What follows belongs to an exercise in optimizing a design on an open flow for small area; a production flow would make more cautious choices. In this exercise RTL edits were held to simulation tests only and were not proved equivalent to the original. No activity file was given, so power comes from the tool's default toggle rates.

`flow/run.sh`:
```
#!/bin/bash
# synth_recipe.tcl (not shown) runs the flow's synth.tcl, then flattens the netlist and writes it again
# the make line also repeats each setting of config.mk as NAME=value (left out here)
make -C /OpenROAD-flow-scripts/flow DESIGN_CONFIG=/design/flow/config.mk WORK_HOME=/design/flow/orfs CLKGATE_MAP_FILE= SYNTH_SCRIPT=/design/flow/synth_recipe.tcl finish
```
`flow/constraint.sdc`:
```
create_clock -name core_clock -period 10.0 [get_ports {clock100KHz}]
set_input_delay 2.0000 -clock core_clock [delete_from_list [all_inputs] [get_ports {clock100KHz}]]
set_output_delay 2.0000 -clock core_clock [all_outputs]
set_load 0.01 [all_outputs]
```
`flow/config.mk`:
```
export PLATFORM = sky130hd
export DESIGN_NAME = fpu
export DESIGN_NICKNAME = fpu
export VERILOG_FILES = /design/flow/design.v
export SDC_FILE = /design/flow/constraint.sdc
export NUM_CORES = 4
export LEC_CHECK = 0
export CAP_MARGIN = 20
export CORE_MARGIN = 2
export CORE_UTILIZATION = 40
export SLEW_MARGIN = 20
```
`flow/design.v`:
```
module fpu(
    input  logic [31:0] op_A_in, 
    input  logic [31:0] op_B_in,
    input  logic clock100KHz, 
    input  logic reset, 
    output logic [31:0] data_out, 
    output logic [3:0]  status_out
);
    typedef enum logic [2:0] { 
        MOD_EXPO, 
        OPERACAO, 
        AR_EXPO, 
        ARREDONDA, 
        PARA_STATUS 
    } state_t;
    state_t current_state;
    logic [5:0]   expA, expB, exp_result, exp_dif;
    assign exp_dif = (expA > expB) ? (expA - expB) : (expB - expA);
    logic [24:0]  mant_result;
    logic [25:0]  mantA, mantB, mantA_shifted, mantB_shifted;
    logic [26:0]  mant_result_temp;
    logic         sinalA, sinalB, sinal_result;
    logic         bit_overflow, bit_inexact, bit_underflow;
    assign sinalA = op_A_in[31]; 
    assign expA   = op_A_in[30:25]; 
    assign mantA  = (expA == 6'd0) ? {1'b0, op_A_in[24:0]} : {1'b1, op_A_in[24:0]};  
    assign sinalB = op_B_in[31]; 
    assign expB   = op_B_in[30:25]; 
    assign mantB  = (expB == 6'd0) ? {1'b0, op_B_in[24:0]} : {1'b1, op_B_in[24:0]};  
    always @(posedge clock100KHz or negedge reset) begin
        if (!reset) begin
            current_state     <= MOD_EXPO;
            bit_inexact       <= 1'b0;
            bit_overflow      <= 1'b0;
            bit_underflow     <= 1'b0;
            sinal_result      <= 1'b0;
            status_out        <= 4'b0;
            exp_result        <= 6'b0;
            mant_result       <= 25'b0;
            mantA_shifted     <= 26'b0;
            mantB_shifted     <= 26'b0;
            mant_result_temp  <= 27'b0;
            data_out          <= 32'b0;
        end else begin
            case (current_state)
                MOD_EXPO: begin  
                    if (op_A_in == 32'd0 && op_B_in == 32'd0) begin  
                        data_out     <= 32'd0;
                        status_out   <= 4'b0001;  
                        current_state <= MOD_EXPO;
                    end else begin 
                        bit_overflow  <= 1'b0;
                        bit_inexact   <= 1'b0;
                        bit_underflow <= 1'b0;
                        if (expA > expB) begin
                            if (exp_dif > 6'd26) begin  
                                mantB_shifted <= 26'd0;  
                                mantA_shifted <= mantA;
                                exp_result    <= expA;
                                if (mantB != 0) bit_inexact <= 1'b1;  
                            end else begin
                                mantB_shifted <= mantB >> exp_dif;
                                mantA_shifted <= mantA;
                                exp_result    <= expA;
                                for (int i = 0; i < 26; i++) begin
                                    if (i < exp_dif && mantB[i]) bit_inexact <= 1'b1;
                                end
                            end
                        end else if (expB > expA) begin
                            if (exp_dif > 6'd26) begin
                                mantA_shifted <= 26'd0;
                                mantB_shifted <= mantB;
                                exp_result    <= expB;
                                if (mantA != 0) bit_inexact <= 1'b1;
                            end else begin
                                mantA_shifted <= mantA >> exp_dif;
                                mantB_shifted <= mantB;
                                exp_result    <= expB;
                                for (int i = 0; i < 26; i++) begin
                                    if (i < exp_dif && mantA[i]) bit_inexact <= 1'b1;
                                end
                            end
                        end else begin  
                            mantA_shifted <= mantA;
                            mantB_shifted <= mantB;
                            exp_result    <= expA;
                        end
                        current_state <= OPERACAO;
                    end
                end
                OPERACAO: begin  
                    if (sinalA == sinalB) begin  
                        mant_result_temp <= mantA_shifted + mantB_shifted;
                        sinal_result      <= sinalA;
                    end else begin  
                        if (mantA_shifted >= mantB_shifted) begin  
                            mant_result_temp <= mantA_shifted - mantB_shifted;
                            sinal_result      <= sinalA;
                        end else begin  
                            mant_result_temp <= mantB_shifted - mantA_shifted;
                            sinal_result      <= sinalB;
                        end
                    end
                    current_state <= AR_EXPO;
                end
                AR_EXPO: begin  
                    if (mant_result_temp == 27'd0) begin  
                        mant_result <= 25'd0;
                        exp_result  <= 6'd0;
                        current_state <= PARA_STATUS;
                    end else if (exp_result >= 6'd63) begin  
                        bit_overflow     <= 1'b1;
                        mant_result_temp <= 27'd0;
                        current_state    <= PARA_STATUS;
                    end else if (mant_result_temp[26]) begin 
                        mant_result_temp <= mant_result_temp >> 1;
                        exp_result       <= exp_result + 1;
                        current_state    <= AR_EXPO;  
                    end else if (mant_result_temp[25] == 0) begin 
                        if (exp_result == 6'd0) begin  
                            mant_result_temp <= 27'd0;
                            bit_underflow    <= 1'b1; 
                            current_state    <= PARA_STATUS;
                        end else begin  
                            mant_result_temp <= mant_result_temp << 1;
                            exp_result       <= exp_result - 1;
                            current_state    <= AR_EXPO;
                        end
                    end else begin
                        mant_result   <= mant_result_temp[24:0];  
                        current_state <= ARREDONDA;
                    end
                end
                ARREDONDA: begin  
                    if (mant_result_temp[0]) begin  
                        bit_inexact <= 1'b1; 
                        mant_result <= mant_result + 1;
                        if (mant_result + 1 == 25'b1000000000000000000000000) begin  
                            mant_result <= (mant_result + 1) >> 1;
                            if (exp_result == 6'd63) begin
                                bit_overflow <= 1'b1; 
                            end else begin
                                exp_result <= exp_result + 1;
                            end
                        end else begin
                            mant_result <= mant_result + 1;
                        end
                    end
                    current_state <= PARA_STATUS;
                end
                PARA_STATUS: begin  
                    if (bit_overflow) begin
                        data_out   <= 32'd0;
                        status_out <= 4'b0100;
                    end else if (bit_underflow) begin
                        data_out   <= 32'd0;
                        status_out <= 4'b1000;
                    end else begin 
                        data_out   <= {sinal_result, exp_result, mant_result};
                        if (bit_inexact)
                            status_out <= 4'b0010;
                        else
                            status_out <= 4'b0001;
                    end
                    current_state <= MOD_EXPO;
                end
            endcase
        end
    end
endmodule
```
==> flow_summary_export.csv <==
group,metric,value,unit
route,routedWlPerCell,23.63,um
synthesis,syn-cell-area,15550,um^2
synthesis,synth_top_cell_area_share,0.2463,
critical_path,arrival,7.18,ns
flow_run,drv_cap,0,
synthesis,synth_seq_area_share,0.2463,
finish,layout.nets,2120,
power_and_ir_drop,seq_power_share,0.214,
floorplanning,num_rows,72,
floorplanning,die_area,40460,um^2
floorplanning,initial_core_util,0.4042,
placed_design,dpl.hpwl,44160,um
synthesis,yosysTopAreaCell,"dfrtp_1",
power_and_ir_drop,pwr-share-comb,0.664,
cts,cts_tree,"yes",
route,dr.first_iter.drc_count,1680,
power_and_ir_drop,leakage,7.222,nW
timing,tns,0,ns
finish,nFillCells,3899,
power_and_ir_drop,netSwitchingFraction,0.5268,
synthesis,ys.flop_type,"dfrtp_1",
placed_design,place_ws,2.755,ns
finish,synthToLayoutAreaGrowth,12.91,%
critical_path,required,10.31,ns
timing,slew_violations,0,
synthesis,synthCells,1943,
floorplanning,dieHeight,201.2,um
route,viasPerCell,6.431,
timing,finalCritPeriodShare,0.6872,
timing,period_needed,6.872,ns
critical_path,critical_path_buf_inv_count,3,
timing,timing.fmax,145.5,MHz
critical_path,cp_slowest_cell,"ha_1",
floorplanning,die_x,201.2,um
cts,cts_buffer_depth,2,
synthesis,synth-seq-cells,153,
power_and_ir_drop,p_total,6.105,mW
cts,cts_made_buffers,17,
cts,clk_pin_slew_worst_paths,0.08,ns
synthesis,ys_types,100,
finish,final_cell_mix,"a21oi_1 (210), nor2_1 (166), nand2_1 (166), o21ai_0 (160), dfrtp_1 (153)",
global_route,grt_usage,0.2883,
synthesis,ys_top_cells_by_area,"dfrtp_1 (25%), ha_1 (7.5%), a21oi_1 (6.8%)",
global_route,grt_pass1_vias,15480,
route,dr_total_vias,16000,
route,drc_errors,0,
finish,register_area,3829,um^2
finish,layout_commonest_cell,"a21oi_1",
critical_path,path_class,"primary input to register",
power_and_ir_drop,vdd_ir_drop_max,0.0001717,V
synthesis,yosysWarningCount,1,
critical_path,path_cells,"clkdlybuf4s50_1 -> inv_1 -> ha_1 -> nand4_1 -> o22ai_4 -> nor2_8 -> mux2i_4 -> xor2_1 -> nor2_1 -> buf_4 -> nand3_1 -> o22ai_1 -> a211oi_1 -> a21oi_1",
synthesis,syn_nets,2107,
route,postRouteAntennaNets,0,
route,first_pass_iters,6,
power_and_ir_drop,switchingPower,3.216,mW
global_route,grt_pass1_wl,92530,um
timing,tightest_slew,1.113,ns
cts,post_cts_resized,0,
cts,ctsHoldBuffers,0,
critical_path,rrSetupSlack,5.36,ns
finish,multiInputGateArea,10770,um^2
critical_path,cp-end-kind,"register",
critical_path,cp-start-kind,"primary input",
critical_path,worst_path_largest_cell_delay,0.89,ns
global_route,antenna_found_initial,1,
synthesis,synth_edf_count,0,
outcome,outcome,"no timing/DRC/antenna violations",
power_and_ir_drop,p_int,2.889,mW
timing,hold_violations,0,
finish,antenna_cells,0,
timing,worst_slack,3.128,ns
cts,cts_setup_buffers,0,
synthesis,synthArstFlopShare,1.000,
cts,cts_sinks,153,
global_route,grt_max_degree,96,
critical_path,cp_max_fo,18,
route,wirelength,58760,um
placed_design,globalplace.congestion,0.9617,
finish,drive_gt1_frac,0.08075,
global_route,overflow,0,
cts,cts_root_buf,"clkbuf_16",
power_and_ir_drop,clkPwrFrac,0.122,
timing,rsz0062_at_grt,"false",
cts,htree_levels,4,
floorplanning,core,38470,um^2
timing,setup_viol,0,
timing,skew,0.01979,ns
critical_path,crit_family,"simple AND/OR/NAND/NOR gates",
placed_design,portBuffers,101,
timing,relSlewSlack,0.2555,
synthesis,postSynthAreaPerCell,8.002,um^2
floorplanning,num_io_pins,102,
power_and_ir_drop,power_density,347.8,nW/um^2
hold_path,hold_path_class,"register to register",
cts,clock_latency,0.45,ns
==> state kept, by name (all words and copies together) (netlist names) <==
register and flops:
bit_inexact 1, bit_overflow 1, bit_underflow 1, current_state 3, data_out 32, exp_result 6, mantA_shifted 26, mantB_shifted 26
mant_result 25, mant_result_temp 27, sinal_result 1, status_out 4
==> synthesized netlist by cell type (44+ instances only) <==
cell / number
a21oi_1: 210
clkbuf_1: 92
dfrtp_1: 153
ha_1: 93
inv_1: 108
mux2i_1: 51
mux4_2: 44
nand2_1: 166
nor2_1: 166
nor3_1: 44
o21ai_0: 160
==> stage by stage <==
stage | hold WS (ns) | area, um^2 | instances | utilization
after global routing | 0.5280 | 17550 | 2487 | 0.4563
final | 0.4839 | 17550 | 2487 | 0.4563
after global placement | 0.4698 | 16900 | 2455 | 0.4393
after floorplan | 0.4590 | 15550 | 1943 | -
after CTS | 0.4863 | 17550 | 2487 | 0.4563
after detailed placement | 0.4707 | 16900 | 2455 | 0.4393
==> kinds of logic after synthesis <==
logic type                 share of synthesized area
xor gates and xnor gates                     0.01642
muxes                                         0.1009
AOI/OAI and AO/OA                             0.3086
adders and majority gates                    0.08128
DFF                                           0.2463
and+or+nand+nor                               0.1819
buffers and inverters                        0.06462
==> power by group through the flow <==
stage	Sequential (mW)	Combinational (mW)	Clock (mW)
after floorplan	1.14	2.91	0
after global placement	1.30	3.96	0
after detailed placement	1.31	3.98	0
after CTS	1.30	4.00	0.748
after global routing	1.35	4.46	0.777
final	1.30	4.06	0.744
==> worst min-delay path, stage by stage, from the launching register on <==
cell	delay [ns]
dfrtp_1	0.34
nand2_1	0.05
o21ai_0	0.06
==> path summary, 6_finish.rpt <==
check | start | end | cells past startpoint
setup / recovery | op_A_in[25] | mantA_shifted[11]$_DFFE_PN0P_ | 14
hold / removal | data_out[26]$_DFFE_PN0P_ | data_out[26]$_DFFE_PN0P_ | 2
setup reg to reg | mantA_shifted[1]$_DFFE_PN0P_ | mant_result_temp[24]$_DFFE_PN0P_ | 14
hold reg to reg | data_out[26]$_DFFE_PN0P_ | data_out[26]$_DFFE_PN0P_ | 2
max in group asynchronous | reset | mantA_shifted[22]$_DFFE_PN0P_ | 2
min in group asynchronous | reset | data_out[12]$_DFFE_PN0P_ | 1
==> per-layer routing <==
metal	part of all wire	vias up	track usage	routed length, um
li1	-	7299	-	-
met1	0.43	7779	0.4006	25550
met2	0.46	766	0.4563	26760
met3	0.072	149	0.03628	4217
met4	0.038	2	0.1140	2223
met5	0.00017	-	0	10
==> cell type report <==
cell class	instances	area share
multi-input combinational	1543	0.6137
timing repair buffer	131	0.07049
inverter	110	0.02352
clock buffer	17	0.02423
clock inverter	15	0.01304
tap	518	0.03692
sequential	153	0.2181

-- re-timing with driven ports --
No port has a modelled driver above. Below, the same layout with a new extraction and two added sets of constraints.
Step 1 (the two cells are an assumption about what drives the block):
set clk [get_ports {clock100KHz}]
set_driving_cell -lib_cell sky130_fd_sc_hd__clkbuf_16 $clk
set_driving_cell -lib_cell sky130_fd_sc_hd__buf_2 [delete_from_list [all_inputs] $clk]
Step 2 adds t to the input delays and takes it off the output delays; t is the mean of the earliest and latest rising clock arrival at the registers after step 1. Input paths then give back, and output paths get back, about the clock's delay inside the block.
Slacks: ideal ports / drivers / drivers and shift; pairs: ideal ports / drivers.
t (ns): 0.492
setup slack, ns: 3.128 / 3.148 / 2.655
worst hold slack (ns): 0.484 / 0.484 / 0.484
clock arrival spread, ns: 0.020 / 0.021
cell pins on the clock port's net: 1
After both steps setup and hold are still met in this run. For this run, drivers alone change the setup slack by +0.020 ns; drivers and shift together by -0.473 ns.
